This design comes from an exercise in tuning for small area and a short achievable clock period on the open sky130 flow, not from production work. Where RTL was checked, it was by simulation tests only, not by an equivalence proof against the original.

try-onyx:
==> flow/design.v <==
`timescale 1ns/10ps
module FP_MUL(CLK, RESET, ENABLE, DATA_IN, DATA_OUT, READY);
input         CLK;
input         RESET;
input         ENABLE;
input   [7:0] DATA_IN;
output  [7:0] DATA_OUT;
output        READY;
reg     [7:0] DATA_OUT;
reg           READY;
reg     [6:0] t;
always @(posedge CLK) begin
	if (RESET || t == 7'd72)
		t <= 7'd0;
	else
		t <= t + 7'd1;
end
reg op;
always @(posedge CLK) begin
	if (t == 7'd16)
		op <= ENABLE;
end
reg    [51:0] A;
reg    [10:0] E;
reg           s;
reg    [48:0] B;
always @(posedge CLK) begin
	if (t == 7'd1) A[7:0]   <= DATA_IN;
	if (t == 7'd2) A[15:8]  <= DATA_IN;
	if (t == 7'd3) A[23:16] <= DATA_IN;
	if (t == 7'd4) A[31:24] <= DATA_IN;
	if (t == 7'd5) A[39:32] <= DATA_IN;
	if (t == 7'd6) A[47:40] <= DATA_IN;
	if (t == 7'd7) A[51:48] <= DATA_IN[3:0];
end
always @(posedge CLK) begin
	if (t == 7'd7)
		E[3:0] <= DATA_IN[7:4];
	else if (t == 7'd8)
		E[10:4] <= DATA_IN[6:0];
	else if (t == 7'd17)
		E <= E + B[48:38] + 11'd1025;    
end
always @(posedge CLK) begin
	if (t == 7'd8)
		s <= DATA_IN[7];
	else if (t == 7'd16)
		s <= s ^ DATA_IN[7];
end
integer k, j;
always @(posedge CLK) begin
	B <= {2'b00, B[48:2]};
	for (k = 0; k < 8; k = k + 1)
		if (t == 7'd9 + k)
			for (j = 0; j < 8; j = j + 1)
				if (6*k + j < 49)
					B[6*k + j] <= DATA_IN[j];
end
reg    [54:0] S;
reg    [52:0] C;
reg           cser;
reg           cflag;
reg           rc;
wire          run = (t >= 7'd10) && (t <= 7'd62);
wire          b0  = (t <= 7'd35) ? B[0] : (t == 7'd36);    
wire          b1  = (t <= 7'd35) & B[1];
wire   [52:0] MA  = {1'b1, A};
wire   [56:0] pp0 = b0 ? {4'd0, MA} : 57'd0;
wire   [56:0] pp1 = b1 ? {3'd0, MA, 1'b0} : 57'd0;
wire   [56:0] Sx  = {2'd0, S};
wire   [56:0] Cx  = {4'd0, C};
wire   [56:0] sum1 = Sx ^ Cx ^ pp0;
wire   [56:0] car1 = {(Sx[55:0] & Cx[55:0]) | (Sx[55:0] & pp0[55:0]) | (Cx[55:0] & pp0[55:0]), 1'b0};
wire   [56:0] sum2 = sum1 ^ car1 ^ pp1;
wire   [56:0] car2 = {(sum1[55:0] & car1[55:0]) | (sum1[55:0] & pp1[55:0]) | (car1[55:0] & pp1[55:0]), 1'b0};
wire          out0 = sum2[0] ^ cser;
wire          k0   = sum2[0] & cser;
wire          out1 = sum2[1] ^ car2[1] ^ k0;
wire          cout = (sum2[1] & car2[1]) | (sum2[1] & k0) | (car2[1] & k0);
wire          ins1 = (t >= 7'd35) & out1;
wire          ins0 = (t >= 7'd36) & out0;
always @(posedge CLK) begin
	if (run) begin
		S    <= {ins1, ins0, sum2[54:2]};
		C    <= car2[54:2];
		cser <= cout;
	end else begin
		S    <= {8'd0, S[54:8]};
		C    <= 53'd0;
		cser <= 1'b0;
	end
end
wire    [7:0] win = cflag ? S[9:2] : S[8:1];
wire    [8:0] inc = {1'b0, win} + {8'd0, rc};
wire    [4:0] lo  = {1'b0, win[3:0]} + {4'd0, rc};
wire    [4:0] hi  = {1'b0, E[3:0]} + {4'd0, cflag};
wire    [6:0] eh  = E[10:4] + {6'd0, rc};
always @(posedge CLK) begin
	if (t == 7'd62)
		cflag <= out1;
end
always @(posedge CLK) begin
	if (t == 7'd62) begin
		rc <= out1 ? S[3] : S[2];
	end else if (t == 7'd69) begin
		rc <= hi[4];
	end else begin
		rc <= inc[8];
	end
end
always @(posedge CLK) begin
	if (t == 7'd69)
		DATA_OUT <= {hi[3:0], lo[3:0]};
	else if (t == 7'd70)
		DATA_OUT <= {s, eh};
	else
		DATA_OUT <= inc[7:0];
end
always @(posedge CLK) begin
	if (RESET)
		READY <= 1'b0;
	else
		READY <= op && (t >= 7'd63) && (t <= 7'd70);
end
endmodule
Settings: LEC_CHECK=0, CAP_MARGIN=20, CORE_MARGIN=2, CORE_UTILIZATION=40, SLEW_MARGIN=20; clock period 12.5 ns.
run.sh (not shown) runs the stock make flow with config.mk's settings and CLKGATE_MAP_FILE= SYNTH_SCRIPT=/design/flow/synth_recipe.tcl, a recipe that flattens the netlist after the stock synthesis.
The following lists how try-garnet was set up differently from try-onyx:
diff --git a/flow/design.v b/flow/design.v
--- a/flow/design.v
+++ b/flow/design.v
@@ -54,43 +54,49 @@
 		if (t == 7'd9 + k)
 			for (j = 0; j < 8; j = j + 1)
 				if (6*k + j < 49)
 					B[6*k + j] <= DATA_IN[j];
+	if (t == 7'd17)
+		B[48:36] <= 13'd1;
 end
-reg    [54:0] S;
-reg    [52:0] C;
+reg    [54:0] Sn;
+reg    [52:0] Cn;
 reg           cser;
 reg           cflag;
 reg           rc;
 wire          run = (t >= 7'd10) && (t <= 7'd62);
-wire          b0  = (t <= 7'd35) ? B[0] : (t == 7'd36);    
-wire          b1  = (t <= 7'd35) & B[1];
-wire   [52:0] MA  = {1'b1, A};
-wire   [56:0] pp0 = b0 ? {4'd0, MA} : 57'd0;
-wire   [56:0] pp1 = b1 ? {3'd0, MA, 1'b0} : 57'd0;
-wire   [56:0] Sx  = {2'd0, S};
-wire   [56:0] Cx  = {4'd0, C};
-wire   [56:0] sum1 = Sx ^ Cx ^ pp0;
-wire   [56:0] car1 = {(Sx[55:0] & Cx[55:0]) | (Sx[55:0] & pp0[55:0]) | (Cx[55:0] & pp0[55:0]), 1'b0};
-wire   [56:0] sum2 = sum1 ^ car1 ^ pp1;
-wire   [56:0] car2 = {(sum1[55:0] & car1[55:0]) | (sum1[55:0] & pp1[55:0]) | (car1[55:0] & pp1[55:0]), 1'b0};
-wire          out0 = sum2[0] ^ cser;
-wire          k0   = sum2[0] & cser;
-wire          out1 = sum2[1] ^ car2[1] ^ k0;
-wire          cout = (sum2[1] & car2[1]) | (sum2[1] & k0) | (car2[1] & k0);
+wire          b0  = B[0];
+wire          b1  = B[1];
+wire   [52:0] MA   = {1'b1, A};
+wire   [56:0] pp0n = ~({57{b0}} & {4'd0, MA});
+wire   [56:0] pp1n = ~({57{b1}} & {3'd0, MA, 1'b0});
+wire   [56:0] Sxn  = {2'b11, Sn};
+wire   [56:0] Cxn  = {4'b1111, Cn};
+wire   [56:0] sum1n = Sxn ^ Cxn ^ pp0n;
+wire   [56:0] car1n = {(Sxn[55:0] & Cxn[55:0]) | (Sxn[55:0] & pp0n[55:0]) | (Cxn[55:0] & pp0n[55:0]), 1'b1};
+wire   [56:0] sum2n = sum1n ^ car1n ^ pp1n;
+wire   [56:0] car2n = {(sum1n[55:0] & car1n[55:0]) | (sum1n[55:0] & pp1n[55:0]) | (car1n[55:0] & pp1n[55:0]), 1'b1};
+wire          s20  = ~sum2n[0];
+wire          s21  = ~sum2n[1];
+wire          c21  = ~car2n[1];
+wire          out0 = s20 ^ cser;
+wire          k0   = s20 & cser;
+wire          out1 = s21 ^ c21 ^ k0;
+wire          cout = (s21 & c21) | (s21 & k0) | (c21 & k0);
 wire          ins1 = (t >= 7'd35) & out1;
 wire          ins0 = (t >= 7'd36) & out0;
 always @(posedge CLK) begin
 	if (run) begin
-		S    <= {ins1, ins0, sum2[54:2]};
-		C    <= car2[54:2];
+		Sn   <= {~ins1, ~ins0, sum2n[54:2]};
+		Cn   <= car2n[54:2];
 		cser <= cout;
 	end else begin
-		S    <= {8'd0, S[54:8]};
-		C    <= 53'd0;
+		Sn   <= {8'hff, Sn[54:8]};
+		Cn   <= {53{1'b1}};
 		cser <= 1'b0;
 	end
 end
+wire   [54:0] S = ~Sn;
 wire    [7:0] win = cflag ? S[9:2] : S[8:1];
 wire    [8:0] inc = {1'b0, win} + {8'd0, rc};
 wire    [4:0] lo  = {1'b0, win[3:0]} + {4'd0, rc};
 wire    [4:0] hi  = {1'b0, E[3:0]} + {4'd0, cflag};
==> comparison <==
- Diff try-onyx -> try-garnet | via count of the first global-routing pass | decrease of 11%
- All-layer global routing usage | try-garnet above try-onyx
- Core outline area improves in try-garnet relative to try-onyx.
- What try-garnet reported for synthesized instance count has to be multiplied by 1.2 to get the figure for try-onyx.
- try-garnet — layout clock buffer count 1 lower, try-onyx as reference
- Compared to try-onyx, try-garnet has post-place instance area 510 um2 lower.
- try-garnet ended up with reg2out as its kind of critical path; try-onyx ended up with reg2reg.
- try-onyx was routed with more vias than try-garnet.
- Utilization try-onyx -> try-garnet: down
- Against try-onyx, post-place setup slack in try-garnet came out better.
- Compared to try-onyx, the routing of try-garnet uses less wire.
The RTL of try-garnet was laid out without a check of its function.

re-timing with driven ports:
No port has a modelled driver above. Below, the same layouts with a new extraction and two added sets of constraints. Step 1 (the two cells are an assumption about what drives the block):
set clk [get_ports {CLK}]
set_driving_cell -lib_cell sky130_fd_sc_hd__clkbuf_16 $clk
set_driving_cell -lib_cell sky130_fd_sc_hd__buf_2 [delete_from_list [all_inputs] $clk]
Step 2 moves the port delays by t, midway between the first and last clock arrival at a register: inputs arrive t later, outputs are due t later. That takes back most of the time a late clock gives input paths. a / b / c = ideal ports / drivers / drivers and shift; a / b = the first two.
run	t, ns	setup slack, ns	worst setup path at the end	worst slew at a driven data input, ns
try-onyx	0.575	8.346 / 8.346 / 8.346	register to register	0.05
try-garnet	0.576	8.523 / 8.474 / 8.329	input to register	0.04
After both steps every run listed still meets setup and hold. The setup slack of try-garnet, which loses most, moves by -0.049 ns with the drivers and by -0.194 ns with both steps.
